This is an optimization exercise on Yosys and OpenROAD, whose aim is small area, not a production implementation. Only simulation tests tie the RTL to the original design; equivalence was not proved. The flow treats the clock pin as an ideal source, which a real chip does not have. Power is estimated from default activity; no workload was simulated.

// top_stopwatch_watch
module top_stopwatch_watch (
    input               clk,
    input               reset,
    input   [3:0]       sw_under,
    input   [1:0]       sw_upper,
    input               btn_l,
    input               btn_r,
    input               btn_u,
    input               btn_d,
    input               uart_rx,
    output              uart_tx,
    output  [3:0]       fnd_digit,
    output  [7:0]       fnd_data
);
Size in the first run: roughly 850 cells after synthesis, ~26 I/O pins, about 0.0069 mm² of cells after synthesis.
Settings: LEC_CHECK=0, ABC_AREA=1, CAP_MARGIN=20, CORE_MARGIN=2, CORE_UTILIZATION=40, SLEW_MARGIN=20; clock period 10.0 ns.
standard.sh (not shown) runs the stock make flow with config.mk's settings and CLKGATE_MAP_FILE= SYNTH_SCRIPT=/design/flow/synth_recipe.tcl, a recipe that flattens the netlist after the stock synthesis.
==> flow/flow/run.sh <==
#!/bin/bash
# Own layout flow: the standard synthesis, then its combinational logic
# re-mapped by ABC with area-oriented scripts (registers, their names and
# cell types untouched; the smallest of several mappings is kept), then the
# standard layout steps with a smaller clock tree (six leaf buffers, one
# per group of nearby registers, under one root buffer) and smaller port
# buffers. Each tool's output goes to a log file here.
set -euo pipefail
W=$PWD
F=$W/flow
R=$W/orfs/results/${FLOW_PLATFORM}/top_stopwatch_watch/base
LIB=$FLOW_HOME/platforms/${FLOW_PLATFORM}/lib/sky130_fd_sc_hd__tt_025C_1v80.lib

# 1. standard synthesis, unchanged
bash standard.sh synth > $W/log_1_standard_synth.log 2>&1

# 2. re-map the combinational logic with each script, keep the smallest
cp $R/1_2_yosys.v $W/1_2_yosys_standard.v
DONT_USE=$(sed -n '/DONT_USE_CELLS/,/^$/p' $FLOW_HOME/platforms/${FLOW_PLATFORM}/config.mk | grep -o 'sky130_fd_sc_hd__[A-Za-z0-9_]*' | tr '\n' ' ')
for s in a d1 d2 d3; do
  LIB=$LIB NET_IN=$W/1_2_yosys_standard.v NET_OUT=$W/1_2_yosys_resynth_$s.v TOP=$FLOW_TOP \
    STAT_PRE=$W/resynth_stat_pre_$s.txt STAT_POST=$W/resynth_stat_post_$s.txt \
    DONT_USE="$DONT_USE" ABC_SCRIPT=$F/resynth_$s.abc \
    yosys -c $F/resynth.tcl > $W/log_2_resynth_$s.log 2>&1 &
done
wait
best=""; best_area=""
for s in a d1 d2 d3; do
  area=$(grep -m1 "Chip area for module" $W/resynth_stat_post_$s.txt | awk '{print $NF}')
  echo "resynth $s: $area" >> $W/log_2_resynth_choice.log
  if [[ -z "$best" ]] || awk "BEGIN{exit !($area < $best_area)}"; then best=$s; best_area=$area; fi
done
echo "chosen: $best ($best_area)" >> $W/log_2_resynth_choice.log
cp $W/1_2_yosys_resynth_$best.v $R/1_2_yosys.v
rm -f $R/1_synth.odb $R/1_synth.sdc
touch $R/1_2_yosys.v

# 3. standard layout steps
export PRE_CTS_TCL=$F/mytree.tcl
export CTS_ARGS="-clk_nets clk -sink_clustering_enable -repair_clock_nets -dont_use_dummy_load -buf_list sky130_fd_sc_hd__clkbuf_8"
export BUFFER_PORTS_ARGS="-buffer_cell sky130_fd_sc_hd__buf_1"
bash standard.sh finish > $W/log_3_standard_layout.log 2>&1
Other scripts of this flow, unchanged in this note and not shown: flow/flow/mytree.tcl, flow/flow/resynth.tcl, flow/flow/resynth_a.abc, flow/flow/resynth_d1.abc, flow/flow/resynth_d2.abc, flow/flow/resynth_d3.abc
Rerun with:
--- a/flow/flow/run.sh
+++ b/flow/flow/run.sh
@@ -18,13 +18,14 @@
 cp $R/1_2_yosys.v $W/1_2_yosys_standard.v
 DONT_USE=$(sed -n '/DONT_USE_CELLS/,/^$/p' $FLOW_HOME/platforms/${FLOW_PLATFORM}/config.mk | grep -o 'sky130_fd_sc_hd__[A-Za-z0-9_]*' | tr '\n' ' ')
-for s in a d1 d2 d3; do
+for s in a d1 d2 d3 e1 e2; do
   LIB=$LIB NET_IN=$W/1_2_yosys_standard.v NET_OUT=$W/1_2_yosys_resynth_$s.v TOP=$FLOW_TOP \
     STAT_PRE=$W/resynth_stat_pre_$s.txt STAT_POST=$W/resynth_stat_post_$s.txt \
     DONT_USE="$DONT_USE" ABC_SCRIPT=$F/resynth_$s.abc \
     yosys -c $F/resynth.tcl > $W/log_2_resynth_$s.log 2>&1 &
+  if [[ $s == d2 ]]; then wait; fi
 done
 wait
 best=""; best_area=""
-for s in a d1 d2 d3; do
+for s in a d1 d2 d3 e1 e2; do
   area=$(grep -m1 "Chip area for module" $W/resynth_stat_post_$s.txt | awk '{print $NF}')
   echo "resynth $s: $area" >> $W/log_2_resynth_choice.log
==> flow/flow/resynth_e1.abc (new file) <==
strash
&get -n
&fraig -x
&put
balance -l
resub -K 6 -l
rewrite -l
resub -K 6 -N 2 -l
refactor -l
resub -K 8 -l
balance -l
resub -K 8 -N 2 -l
rewrite -l
resub -K 10 -l
rewrite -z -l
resub -K 10 -N 2 -l
balance -l
resub -K 12 -l
refactor -z -l
resub -K 12 -N 2 -l
rewrite -z -l
balance -l
balance -l
resub -K 6 -l
rewrite -l
resub -K 6 -N 2 -l
refactor -l
resub -K 8 -l
balance -l
resub -K 8 -N 2 -l
rewrite -l
resub -K 10 -l
rewrite -z -l
resub -K 10 -N 2 -l
balance -l
resub -K 12 -l
refactor -z -l
resub -K 12 -N 2 -l
rewrite -z -l
balance -l
&get -n
&deepsyn -T 60 -S 1
&put
dch -f
amap -F 4 -A 8
==> flow/flow/resynth_e2.abc (new file) <==
strash
&get -n
&fraig -x
&put
balance -l
resub -K 6 -l
rewrite -l
resub -K 6 -N 2 -l
refactor -l
resub -K 8 -l
balance -l
resub -K 8 -N 2 -l
rewrite -l
resub -K 10 -l
rewrite -z -l
resub -K 10 -N 2 -l
balance -l
resub -K 12 -l
refactor -z -l
resub -K 12 -N 2 -l
rewrite -z -l
balance -l
balance -l
resub -K 6 -l
rewrite -l
resub -K 6 -N 2 -l
refactor -l
resub -K 8 -l
balance -l
resub -K 8 -N 2 -l
rewrite -l
resub -K 10 -l
rewrite -z -l
resub -K 10 -N 2 -l
balance -l
resub -K 12 -l
refactor -z -l
resub -K 12 -N 2 -l
rewrite -z -l
balance -l
&get -n
&deepsyn -T 60 -S 2
&put
dch -f
amap -F 4 -A 8
- GPL_TIMING_DRIVEN: not set -> 0
Result: Global-route usage barely changes. Combinational power is about the same. Cell area goes up slightly. Clock power stays flat. Sequential share of layout area decreases by 0.22 points. Routed wire length drops slightly. Core utilization climbs by 0.22 points. Total power stays flat.

-- port drivers added, routing unchanged --
The results above use ideal ports. As a check the final layouts listed here were re-extracted and re-timed, cells and wires unchanged.
Step 1 (the two cells are an assumption about what drives the block):
set clk [get_ports {clk}]
set_driving_cell -lib_cell sky130_fd_sc_hd__clkbuf_16 $clk
set_driving_cell -lib_cell sky130_fd_sc_hd__buf_2 [delete_from_list [all_inputs] $clk]
Step 2 moves the port delays by t, midway between the first and last clock arrival at a register: inputs arrive t later, outputs are due t later. That takes back most of the time a late clock gives input paths.
Slacks: ideal / step 1 / step 2; pairs: ideal / step 1.
| run | shift t [ns] | slack for setup (ns) | hold slack, ns | clock arrival spread, ns |
|---|---|---|---|---|
| the first run | 0.449 | 3.139 / 3.117 / 3.016 | 0.483 / 0.483 / 0.483 | 0.025 / 0.025 |
| the second run | 0.446 | 2.648 / 2.656 / 2.210 | 0.467 / 0.467 / 0.467 | 0.034 / 0.034 |
After both steps every run listed still meets setup and hold. The setup slack of the second run, which loses most, moves by +0.008 ns with the drivers and by -0.438 ns with both steps.
